From an optimization exercise on the open Yosys and OpenROAD flow, aimed at small area, a short achievable clock period and few clock cycles; shortcuts taken in it are not production practice.
Function was checked by simulation only, so behaviour that the tests miss may differ from the original.
Power is estimated from default activity; no workload was simulated.

==> inputs of run a <==
Design top_arrhythmia, start of the top module:
module top_arrhythmia #(parameter BITSIZE = 16) (
    input wire  clk,
    input wire  reset,
    input wire  [BITSIZE*10-1:0]   x,
    output wire [BITSIZE*6-1:0]    out_intermediate,
    output wire [BITSIZE*1-1:0] out_zvar,
    output wire [BITSIZE*1-1:0] out_zmean,
    output wire [BITSIZE*1-1:0] out_sampling,
    output wire [BITSIZE*6-1:0]    out_hidden_classifier,
    output wire [BITSIZE*2-1:0]    y,
    output wire done_flag_out
);
    reg [5:0] tr;
    reg       done;
    reg [24:0] osel;
    function [24:0] srcdec(input [5:0] t);
        begin
            srcdec = 25'd0;
            case (t)
                6'd0: srcdec[0] = 1'b1;
                6'd1: srcdec[1] = 1'b1;
                6'd2: srcdec[2] = 1'b1;
                6'd3: srcdec[3] = 1'b1;
                6'd4: srcdec[4] = 1'b1;
                6'd5: srcdec[5] = 1'b1;
                6'd6: srcdec[6] = 1'b1;
                6'd7: srcdec[7] = 1'b1;
                6'd8: srcdec[8] = 1'b1;
                6'd9: srcdec[9] = 1'b1;
                6'd10: srcdec[0] = 1'b1;
                6'd11: srcdec[1] = 1'b1;
                6'd12: srcdec[2] = 1'b1;
                6'd13: srcdec[3] = 1'b1;
                6'd14: srcdec[4] = 1'b1;
                6'd15: srcdec[5] = 1'b1;
                6'd16: srcdec[6] = 1'b1;
                6'd17: srcdec[7] = 1'b1;
                6'd18: srcdec[8] = 1'b1;
  ...
export LEC_CHECK = 0
export ABC_CLOCK_PERIOD_IN_PS = 3000
export CAP_MARGIN = 20
export CORE_MARGIN = 2
export CORE_UTILIZATION = 40
export PLACE_DENSITY = 0.6
export SLEW_MARGIN = 20
create_clock -name core_clock -period 12.0 [get_ports {clk}]
standard.sh (not shown) runs the stock make flow with config.mk's settings and CLKGATE_MAP_FILE= SYNTH_SCRIPT=/design/flow/synth_recipe.tcl, a recipe that flattens the netlist after the stock synthesis.
==> flow/flow/run.sh <==
#!/bin/bash
# The standard layout (standard synthesis, floorplan, placement, CTS,
# routing), with ORFS's setup repair aiming at a shorter period than the
# constraint's: repair_timing gets a setup margin of MARGIN ns. The SDC,
# the synthesis and every other step are the standard flow's own.
set -euo pipefail
export SETUP_SLACK_MARGIN=$(cat flow/margin)
bash standard.sh > flow_standard.log 2>&1
==> flow/flow/margin <==
8.7
==> run b: changes against run a <==
--- a/flow/design.v
+++ b/flow/design.v
@@ -7,20 +7,20 @@
     output wire [BITSIZE*1-1:0] out_zmean,
     output wire [BITSIZE*1-1:0] out_sampling,
     output wire [BITSIZE*6-1:0]    out_hidden_classifier,
     output wire [BITSIZE*2-1:0]    y,
     output wire done_flag_out
 );
     reg [5:0] tr;
     reg       done;
-    reg [24:0] osel;
-    function [24:0] srcdec(input [5:0] t);
+    reg [22:0] osel;
+    function [22:0] srcdec(input [5:0] t);
         begin
-            srcdec = 25'd0;
+            srcdec = 23'd0;
             case (t)
                 6'd0: srcdec[0] = 1'b1;
                 6'd1: srcdec[1] = 1'b1;
                 6'd2: srcdec[2] = 1'b1;
                 6'd3: srcdec[3] = 1'b1;
                 6'd4: srcdec[4] = 1'b1;
                 6'd5: srcdec[5] = 1'b1;
                 6'd6: srcdec[6] = 1'b1;
@@ -48,62 +48,59 @@
                 6'd28: srcdec[8] = 1'b1;
                 6'd29: srcdec[9] = 1'b1;
                 6'd30: srcdec[10] = 1'b1;
                 6'd31: srcdec[11] = 1'b1;
                 6'd32: srcdec[12] = 1'b1;
                 6'd33: srcdec[13] = 1'b1;
                 6'd34: srcdec[14] = 1'b1;
                 6'd35: srcdec[15] = 1'b1;
-                6'd38: srcdec[23] = 1'b1;
                 6'd39: srcdec[22] = 1'b1;
                 6'd40: srcdec[22] = 1'b1;
-                6'd41: srcdec[24] = 1'b1;
-                6'd42: srcdec[20] = 1'b1;
-                6'd43: srcdec[19] = 1'b1;
-                6'd44: srcdec[18] = 1'b1;
-                6'd45: srcdec[17] = 1'b1;
-                6'd46: srcdec[16] = 1'b1;
+                6'd41: srcdec[22] = 1'b1;
+                6'd43: srcdec[21] = 1'b1;
+                6'd44: srcdec[20] = 1'b1;
+                6'd45: srcdec[19] = 1'b1;
+                6'd46: srcdec[18] = 1'b1;
+                6'd47: srcdec[17] = 1'b1;
+                6'd48: srcdec[16] = 1'b1;
                 default: ;
             endcase
         end
     endfunction
     reg preload, acc_en, ylast, zwe, h1we0, h1we1, h1we2, h3we0, h3we1, h3we2;
     function [9:0] ctldec(input [5:0] t);
         begin
-            ctldec = {t == 6'd2 | t == 6'd12 | t == 6'd22 | t == 6'd32 | t == 6'd40 | t == 6'd41 | t == 6'd42 | t == 6'd43,
-                      (t >= 6'd2) && (t <= 6'd49),
-                      t == 6'd49, t == 6'd38,
+            ctldec = {t == 6'd2 | t == 6'd12 | t == 6'd22 | t == 6'd32 | t == 6'd41 | t == 6'd42 | t == 6'd43 | t == 6'd45,
+                      (t >= 6'd2) && (t <= 6'd51),
+                      t == 6'd51, t == 6'd38,
                       t == 6'd12, t == 6'd22, t == 6'd32,
-                      t == 6'd41, t == 6'd42, t == 6'd43};
+                      t == 6'd42, t == 6'd43, t == 6'd44};
         end
     endfunction
     always @(posedge clk or posedge reset) begin
         if (reset) begin
             tr   <= 6'd0;
             done <= 1'b0;
             osel <= srcdec(6'd0);
             {preload, acc_en, ylast, zwe, h1we0, h1we1, h1we2, h3we0, h3we1, h3we2} <= ctldec(6'd0);
         end else if (!done) begin
             tr   <= tr + 6'd1;
             osel <= srcdec(tr + 6'd1);
             {preload, acc_en, ylast, zwe, h1we0, h1we1, h1we2, h3we0, h3we1, h3we2} <= ctldec(tr + 6'd1);
-            if (tr == 6'd49) done <= 1'b1;
+            if (tr == 6'd51) done <= 1'b1;
         end
     end
     assign done_flag_out = done;
     reg [14:0] h1_0, h1_1, h1_2, h1_3, h1_4, h1_5;
     reg [14:0] h3_0, h3_1, h3_2, h3_3, h3_4, h3_5;
     reg [15:0] zmean_r, zvar_r;
     reg        zsign_r;
     reg [15:0] accA, accB;
     reg        accfA, accfB;
-    wire [15:0] vA, vB;
-    wire        sA, sB;
-    wire [14:0] mA, mB, rA, rB;
     wire [15:0] opa_n =
         ({16{osel[0]}} & x[0 +: 16]) |
         ({16{osel[1]}} & x[16 +: 16]) |
         ({16{osel[2]}} & x[32 +: 16]) |
         ({16{osel[3]}} & x[48 +: 16]) |
         ({16{osel[4]}} & x[64 +: 16]) |
         ({16{osel[5]}} & x[80 +: 16]) |
         ({16{osel[6]}} & x[96 +: 16]) |
@@ -117,19 +114,17 @@
         ({16{osel[14]}} & {1'b0, h1_4}) |
         ({16{osel[15]}} & {1'b0, h1_5}) |
         ({16{osel[16]}} & {1'b0, h3_0}) |
         ({16{osel[17]}} & {1'b0, h3_1}) |
         ({16{osel[18]}} & {1'b0, h3_2}) |
         ({16{osel[19]}} & {1'b0, h3_3}) |
         ({16{osel[20]}} & {1'b0, h3_4}) |
         ({16{osel[21]}} & {1'b0, h3_5}) |
-        ({16{osel[22]}} & zmean_r) |
-        ({16{osel[23]}} & {sA, mA}) |
-        ({16{osel[24]}} & {1'b0, rA});
+        ({16{osel[22]}} & zmean_r);
     reg [21:0] romA_sel;
     always @(*) begin
         case (tr)
             6'd0: romA_sel = 22'h0507b0;
             6'd1: romA_sel = 22'h071c06;
             6'd2: romA_sel = 22'h015780;
             6'd3: romA_sel = 22'h010a08;
             6'd4: romA_sel = 22'h010700;
@@ -159,25 +154,25 @@
             6'd28: romA_sel = 22'h28ad20;
             6'd29: romA_sel = 22'h009b80;
             6'd30: romA_sel = 22'h201004;
             6'd31: romA_sel = 22'h206180;
             6'd32: romA_sel = 22'h0246a0;
             6'd33: romA_sel = 22'h227b88;
             6'd34: romA_sel = 22'h202c01;
             6'd35: romA_sel = 22'h2cbf80;
-            6'd38: romA_sel = 22'h2306a0;
-            6'd39: romA_sel = 22'h02910d;
-            6'd40: romA_sel = 22'h043901;
-            6'd41: romA_sel = 22'h282621;
-            6'd42: romA_sel = 22'h248c23;
-            6'd43: romA_sel = 22'h219780;
-            6'd44: romA_sel = 22'h046390;
-            6'd45: romA_sel = 22'h0a3610;
-            6'd46: romA_sel = 22'h22920b;
+            6'd39: romA_sel = 22'h2306a0;
+            6'd40: romA_sel = 22'h02910d;
+            6'd41: romA_sel = 22'h043901;
+            6'd43: romA_sel = 22'h282621;
+            6'd44: romA_sel = 22'h248c23;
+            6'd45: romA_sel = 22'h219780;
+            6'd46: romA_sel = 22'h046390;
+            6'd47: romA_sel = 22'h0a3610;
+            6'd48: romA_sel = 22'h22920b;
             default: romA_sel = 22'h000000;
         endcase
     end
     reg [21:0] romB_sel;
     always @(*) begin
         case (tr)
             6'd0: romB_sel = 22'h041012;
             6'd1: romB_sel = 22'h249496;
@@ -210,25 +205,25 @@
             6'd28: romB_sel = 22'h05529a;
             6'd29: romB_sel = 22'h045e82;
             6'd30: romB_sel = 22'h241cc0;
             6'd31: romB_sel = 22'h2b3711;
             6'd32: romB_sel = 22'h213a09;
             6'd33: romB_sel = 22'h22100a;
             6'd34: romB_sel = 22'h29aba8;
             6'd35: romB_sel = 22'h01408e;
-            6'd38: romB_sel = 22'h28f380;
-            6'd39: romB_sel = 22'h0ab780;
-            6'd40: romB_sel = 22'h2aa0be;
-            6'd41: romB_sel = 22'h05cba0;
-            6'd42: romB_sel = 22'h01cb88;
-            6'd43: romB_sel = 22'h22001a;
-            6'd44: romB_sel = 22'h22822b;
-            6'd45: romB_sel = 22'h231600;
-            6'd46: romB_sel = 22'h028721;
+            6'd39: romB_sel = 22'h28f380;
+            6'd40: romB_sel = 22'h0ab780;
+            6'd41: romB_sel = 22'h2aa0be;
+            6'd43: romB_sel = 22'h05cba0;
+            6'd44: romB_sel = 22'h01cb88;
+            6'd45: romB_sel = 22'h22001a;
+            6'd46: romB_sel = 22'h22822b;
+            6'd47: romB_sel = 22'h231600;
+            6'd48: romB_sel = 22'h028721;
             default: romB_sel = 22'h000000;
         endcase
     end
     reg [15:0] opa;
     reg [21:0] romA, romB;
     always @(posedge clk) begin
         opa  <= opa_n;
         romA <= romA_sel;
@@ -258,64 +253,60 @@
     end
     reg [15:0] biasA; reg biasA_s;
     always @(*) begin
         case (tr)
             6'd2: begin biasA = 16'h05e4; biasA_s = 1'b0; end
             6'd12: begin biasA = 16'hff75; biasA_s = 1'b1; end
             6'd22: begin biasA = 16'hffb8; biasA_s = 1'b1; end
             6'd32: begin biasA = 16'hffbb; biasA_s = 1'b1; end
-            6'd40: begin biasA = 16'h014c; biasA_s = 1'b0; end
-            6'd41: begin biasA = 16'hfe27; biasA_s = 1'b1; end
-            6'd42: begin biasA = 16'h0511; biasA_s = 1'b0; end
-            6'd43: begin biasA = 16'h04f3; biasA_s = 1'b0; end
+            6'd41: begin biasA = 16'h014c; biasA_s = 1'b0; end
+            6'd42: begin biasA = 16'hfe27; biasA_s = 1'b1; end
+            6'd43: begin biasA = 16'h0511; biasA_s = 1'b0; end
+            6'd45: begin biasA = 16'h04f3; biasA_s = 1'b0; end
             default: begin biasA = 16'h0000; biasA_s = 1'b0; end
         endcase
     end
     reg [15:0] biasB; reg biasB_s;
     always @(*) begin
         case (tr)
             6'd2: begin biasB = 16'hff89; biasB_s = 1'b1; end
             6'd12: begin biasB = 16'hfec6; biasB_s = 1'b1; end
             6'd22: begin biasB = 16'hfdf5; biasB_s = 1'b1; end
             6'd32: begin biasB = 16'he6b6; biasB_s = 1'b1; end
-            6'd40: begin biasB = 16'h0205; biasB_s = 1'b0; end
-            6'd41: begin biasB = 16'h03b6; biasB_s = 1'b0; end
-            6'd42: begin biasB = 16'h019d; biasB_s = 1'b0; end
-            6'd43: begin biasB = 16'hfb0d; biasB_s = 1'b1; end
+            6'd41: begin biasB = 16'h0205; biasB_s = 1'b0; end
+            6'd42: begin biasB = 16'h03b6; biasB_s = 1'b0; end
+            6'd43: begin biasB = 16'h019d; biasB_s = 1'b0; end
+            6'd45: begin biasB = 16'hfb0d; biasB_s = 1'b1; end
             default: begin biasB = 16'h0000; biasB_s = 1'b0; end
         endcase
     end
+    wire [15:0] vA, vB;
+    wire        sA, sB;
+    wire [14:0] mA, mB, rA, rB;
     sat_acc accuA (.acc(accA), .accf(accfA), .q(qA), .qc(qcA), .v(vA), .s(sA), .mag(mA), .relu(rA));
     sat_acc accuB (.acc(accB), .accf(accfB), .q(qB), .qc(qcB), .v(vB), .s(sB), .mag(mB), .relu(rB));
     always @(posedge clk) begin
-        if (reset) begin
-            accA <= 16'h0000; accB <= 16'h0000; accfA <= 1'b0; accfB <= 1'b0;
-            zmean_r <= 16'h0000; zvar_r <= 16'h0000; zsign_r <= 1'b0;
-            h1_0 <= 15'd0; h1_1 <= 15'd0; h1_2 <= 15'd0; h1_3 <= 15'd0; h1_4 <= 15'd0; h1_5 <= 15'd0;
-            h3_0 <= 15'd0; h3_1 <= 15'd0; h3_2 <= 15'd0; h3_3 <= 15'd0; h3_4 <= 15'd0; h3_5 <= 15'd0;
-        end else begin
-            if (acc_en) begin
-                accA  <= preload ? biasA : ylast ? {sA, mA} : vA;
-                accB  <= preload ? biasB : ylast ? {sB, mB} : vB;
-                accfA <= preload ? biasA_s : sA;
-                accfB <= preload ? biasB_s : sB;
-            end
-            if (h1we0) begin h1_0 <= rA; h1_1 <= rB; end
-            if (h1we1) begin h1_2 <= rA; h1_3 <= rB; end
-            if (h1we2) begin h1_4 <= rA; h1_5 <= rB; end
-            if (zwe) begin
-                zmean_r <= {sA, mA};
-                zsign_r <= vA[15];
-                zvar_r  <= {sB, mB};
-            end
-            if (h3we0) begin h3_5 <= rA; h3_4 <= rB; end
-            if (h3we1) begin h3_3 <= rA; h3_2 <= rB; end
-            if (h3we2) begin h3_1 <= rA; h3_0 <= rB; end
+        if (acc_en) begin
+            accA  <= preload ? biasA : ylast ? {sA, mA} : vA;
+            accB  <= preload ? biasB : ylast ? {sB, mB} : vB;
+            accfA <= preload ? biasA_s : sA;
+            accfB <= preload ? biasB_s : sB;
+        end
+        if (h1we0) begin h1_0 <= rA; h1_1 <= rB; end
+        if (h1we1) begin h1_2 <= rA; h1_3 <= rB; end
+        if (h1we2) begin h1_4 <= rA; h1_5 <= rB; end
+        if (zwe) begin
+            zmean_r <= {sA, mA};
+            zsign_r <= vA[15];
+            zvar_r  <= {sB, mB};
         end
+        if (h3we0) begin h3_5 <= rA; h3_4 <= rB; end
+        if (h3we1) begin h3_3 <= rA; h3_2 <= rB; end
+        if (h3we2) begin h3_1 <= rA; h3_0 <= rB; end
     end
     assign out_intermediate = {1'b0, h1_5, 1'b0, h1_4, 1'b0, h1_3, 1'b0, h1_2, 1'b0, h1_1, 1'b0, h1_0};
     assign out_hidden_classifier = {1'b0, h3_5, 1'b0, h3_4, 1'b0, h3_3, 1'b0, h3_2, 1'b0, h3_1, 1'b0, h3_0};
     assign out_zmean = zmean_r;
     assign out_zvar = zvar_r;
     assign out_sampling = {zsign_r, zmean_r[14:0]};
     assign y = {accA, accB};
 endmodule
==> flow/flow/margin (replaced) <==
8.5
==> run c: changes against run a <==
==> flow/flow/margin (replaced) <==
8.3
==> run d: changes against run a <==
--- a/flow/design.v
+++ b/flow/design.v
@@ -62,35 +62,43 @@
                 6'd44: srcdec[18] = 1'b1;
                 6'd45: srcdec[17] = 1'b1;
                 6'd46: srcdec[16] = 1'b1;
                 default: ;
             endcase
         end
     endfunction
     reg preload, acc_en, ylast, zwe, h1we0, h1we1, h1we2, h3we0, h3we1, h3we2;
+    reg [7:0] bsel;    
+    function [7:0] bdec(input [5:0] t);
+        begin
+            bdec = {t == 6'd43, t == 6'd42, t == 6'd41, t == 6'd40, t == 6'd32, t == 6'd22, t == 6'd12, t == 6'd2};
+        end
+    endfunction
     function [9:0] ctldec(input [5:0] t);
         begin
             ctldec = {t == 6'd2 | t == 6'd12 | t == 6'd22 | t == 6'd32 | t == 6'd40 | t == 6'd41 | t == 6'd42 | t == 6'd43,
                       (t >= 6'd2) && (t <= 6'd49),
                       t == 6'd49, t == 6'd38,
                       t == 6'd12, t == 6'd22, t == 6'd32,
                       t == 6'd41, t == 6'd42, t == 6'd43};
         end
     endfunction
     always @(posedge clk or posedge reset) begin
         if (reset) begin
             tr   <= 6'd0;
             done <= 1'b0;
             osel <= srcdec(6'd0);
             {preload, acc_en, ylast, zwe, h1we0, h1we1, h1we2, h3we0, h3we1, h3we2} <= ctldec(6'd0);
+            bsel <= bdec(6'd0);
         end else if (!done) begin
             tr   <= tr + 6'd1;
             osel <= srcdec(tr + 6'd1);
             {preload, acc_en, ylast, zwe, h1we0, h1we1, h1we2, h3we0, h3we1, h3we2} <= ctldec(tr + 6'd1);
+            bsel <= bdec(tr + 6'd1);
             if (tr == 6'd49) done <= 1'b1;
         end
     end
     assign done_flag_out = done;
     reg [14:0] h1_0, h1_1, h1_2, h1_3, h1_4, h1_5;
     reg [14:0] h3_0, h3_1, h3_2, h3_3, h3_4, h3_5;
     reg [15:0] zmean_r, zvar_r;
     reg        zsign_r;
@@ -251,44 +259,34 @@
     reg [15:0] qA, qB;
     reg        qcA, qcB;
     always @(posedge clk) begin
         qA <= qA_n;
         qB <= qB_n;
         qcA <= sgA2;
         qcB <= sgB2;
     end
-    reg [15:0] biasA; reg biasA_s;
-    always @(*) begin
-        case (tr)
-            6'd2: begin biasA = 16'h05e4; biasA_s = 1'b0; end
-            6'd12: begin biasA = 16'hff75; biasA_s = 1'b1; end
-            6'd22: begin biasA = 16'hffb8; biasA_s = 1'b1; end
-            6'd32: begin biasA = 16'hffbb; biasA_s = 1'b1; end
-            6'd40: begin biasA = 16'h014c; biasA_s = 1'b0; end
-            6'd41: begin biasA = 16'hfe27; biasA_s = 1'b1; end
-            6'd42: begin biasA = 16'h0511; biasA_s = 1'b0; end
-            6'd43: begin biasA = 16'h04f3; biasA_s = 1'b0; end
-            default: begin biasA = 16'h0000; biasA_s = 1'b0; end
-        endcase
-    end
-    reg [15:0] biasB; reg biasB_s;
-    always @(*) begin
-        case (tr)
-            6'd2: begin biasB = 16'hff89; biasB_s = 1'b1; end
-            6'd12: begin biasB = 16'hfec6; biasB_s = 1'b1; end
-            6'd22: begin biasB = 16'hfdf5; biasB_s = 1'b1; end
-            6'd32: begin biasB = 16'he6b6; biasB_s = 1'b1; end
-            6'd40: begin biasB = 16'h0205; biasB_s = 1'b0; end
-            6'd41: begin biasB = 16'h03b6; biasB_s = 1'b0; end
-            6'd42: begin biasB = 16'h019d; biasB_s = 1'b0; end
-            6'd43: begin biasB = 16'hfb0d; biasB_s = 1'b1; end
-            default: begin biasB = 16'h0000; biasB_s = 1'b0; end
-        endcase
-    end
+    wire [15:0] biasA = ({16{bsel[0]}} & 16'h05e4) |
+        ({16{bsel[1]}} & 16'hff75) |
+        ({16{bsel[2]}} & 16'hffb8) |
+        ({16{bsel[3]}} & 16'hffbb) |
+        ({16{bsel[4]}} & 16'h014c) |
+        ({16{bsel[5]}} & 16'hfe27) |
+        ({16{bsel[6]}} & 16'h0511) |
+        ({16{bsel[7]}} & 16'h04f3);
+    wire biasA_s = bsel[1] | bsel[2] | bsel[3] | bsel[5];
+    wire [15:0] biasB = ({16{bsel[0]}} & 16'hff89) |
+        ({16{bsel[1]}} & 16'hfec6) |
+        ({16{bsel[2]}} & 16'hfdf5) |
+        ({16{bsel[3]}} & 16'he6b6) |
+        ({16{bsel[4]}} & 16'h0205) |
+        ({16{bsel[5]}} & 16'h03b6) |
+        ({16{bsel[6]}} & 16'h019d) |
+        ({16{bsel[7]}} & 16'hfb0d);
+    wire biasB_s = bsel[0] | bsel[1] | bsel[2] | bsel[3] | bsel[7];
     sat_acc accuA (.acc(accA), .accf(accfA), .q(qA), .qc(qcA), .v(vA), .s(sA), .mag(mA), .relu(rA));
     sat_acc accuB (.acc(accB), .accf(accfB), .q(qB), .qc(qcB), .v(vB), .s(sB), .mag(mB), .relu(rB));
     always @(posedge clk) begin
         if (reset) begin
             accA <= 16'h0000; accB <= 16'h0000; accfA <= 1'b0; accfB <= 1'b0;
             zmean_r <= 16'h0000; zvar_r <= 16'h0000; zsign_r <= 1'b0;
             h1_0 <= 15'd0; h1_1 <= 15'd0; h1_2 <= 15'd0; h1_3 <= 15'd0; h1_4 <= 15'd0; h1_5 <= 15'd0;
             h3_0 <= 15'd0; h3_1 <= 15'd0; h3_2 <= 15'd0; h3_3 <= 15'd0; h3_4 <= 15'd0; h3_5 <= 15'd0;
==> flow/flow/run.sh (replaced) <==
#!/bin/bash
# The standard layout (standard synthesis, floorplan, placement, CTS,
# routing) with two changes to how it is made; the SDC, the synthesis and
# every other step are the standard flow's own:
#  - ORFS's setup repair aims at a shorter period than the constraint's:
#    repair_timing gets a setup margin of flow/margin ns;
#  - the port buffers that buffer_ports inserts on every input and output
#    are sky130_fd_sc_hd__buf_1 (resized later as timing needs).
set -euo pipefail
export SETUP_SLACK_MARGIN=$(cat flow/margin)
export BUFFER_PORTS_ARGS="-buffer_cell sky130_fd_sc_hd__buf_1"
bash standard.sh > flow_standard.log 2>&1
==> flow/flow/margin (replaced) <==
8.3
==> comparison table <==
item                                                                          run c                    run a                    run d                    run b
Result of the run                                           complete, no violations  complete, no violations  complete, no violations  complete, no violations
Wire length on met1                                                        61100 µm                 64400 µm                 58600 µm                 59100 µm
Simple-gate area share of the yosys netlist                                   11.7%                    11.7%                    12.5%                    8.93%
Leakage dissipation                                                         16.8 nW                  19.7 nW                  15.5 nW                  17.6 nW
Post-DR wirelength/cell                                                     27.3 µm                  28.7 µm                  26.2 µm                  29.0 µm
Maximum ir drop on the vdd rail                                            0.210 mV                 0.242 mV                 0.152 mV                 0.114 mV
Count of flip-flops with a built-in enable after synthesis                        0                        0                        0                      247
Worst R2R End                                                               accA[7]                  accB[3]                  accA[8]                  accB[4]
Starting utilization of the core area                                         40.2%                    40.2%                    40.3%                    40.3%
Maximum fanout encountered on the critical timing path                           19                        3                        4                        2
Cell area after synthesis                                                 34100 µm²                34100 µm²                34800 µm²                33000 µm²
Worst endpoint data arrival time                                            4.23 ns                  1.29 ns                  1.29 ns                  1.42 ns
Start point of the worst min-delay path                                    romA[21]                 romA[21]                 romA[21]                 romB[21]
RD Place Congestion                                                            1.03                     1.03                     1.00                     1.00
Testbench counts of run a, summed over its fixed seeds: cycles 61,200.
Testbench counts of run b, summed over its fixed seeds: cycles 63,600.
Testbench counts of run c, summed over its fixed seeds: cycles 61,200.
Testbench counts of run d, summed over its fixed seeds: cycles 61,200.

-- what the ideal ports hide --
How much do the figures lean on ideal ports? The routed layouts below were timed once more, with nothing changed but the port constraints. Step 1: set_driving_cell puts a clkbuf_16 on clk and a buf_2 on each other input, an assumption about the parent block. Step 2, shift: input delay + t, output delay - t, t = (earliest + latest rising clock arrival at the registers) / 2. This alone moves slack from input paths to output paths. Slacks: no drivers / after step 1 / after step 2; pairs: no drivers / after step 1.
| run | t, ns | setup slack, ns | worst register clock-pin slew, ns | worst slew at a driven data input, ns | cell pins on the clock port's net |
|---|---|---|---|---|---|
| run a | 0.698 | 8.314 / 8.246 / 7.786 | 0.08 / 0.08 | 0.13 | 1 |
| run b | 0.698 | 8.184 / 8.114 / 7.925 | 0.07 / 0.07 | 0.17 | 1 |
| run c | 0.699 | 8.292 / 8.236 / 7.705 | 0.07 / 0.07 | 0.12 | 1 |
| run d | 0.698 | 8.306 / 8.238 / 7.907 | 0.07 / 0.07 | 0.11 | 1 |
After both steps setup and hold are still met in every run listed. The setup slack of run c, which loses most, moves by -0.056 ns with the drivers and by -0.587 ns with both steps.
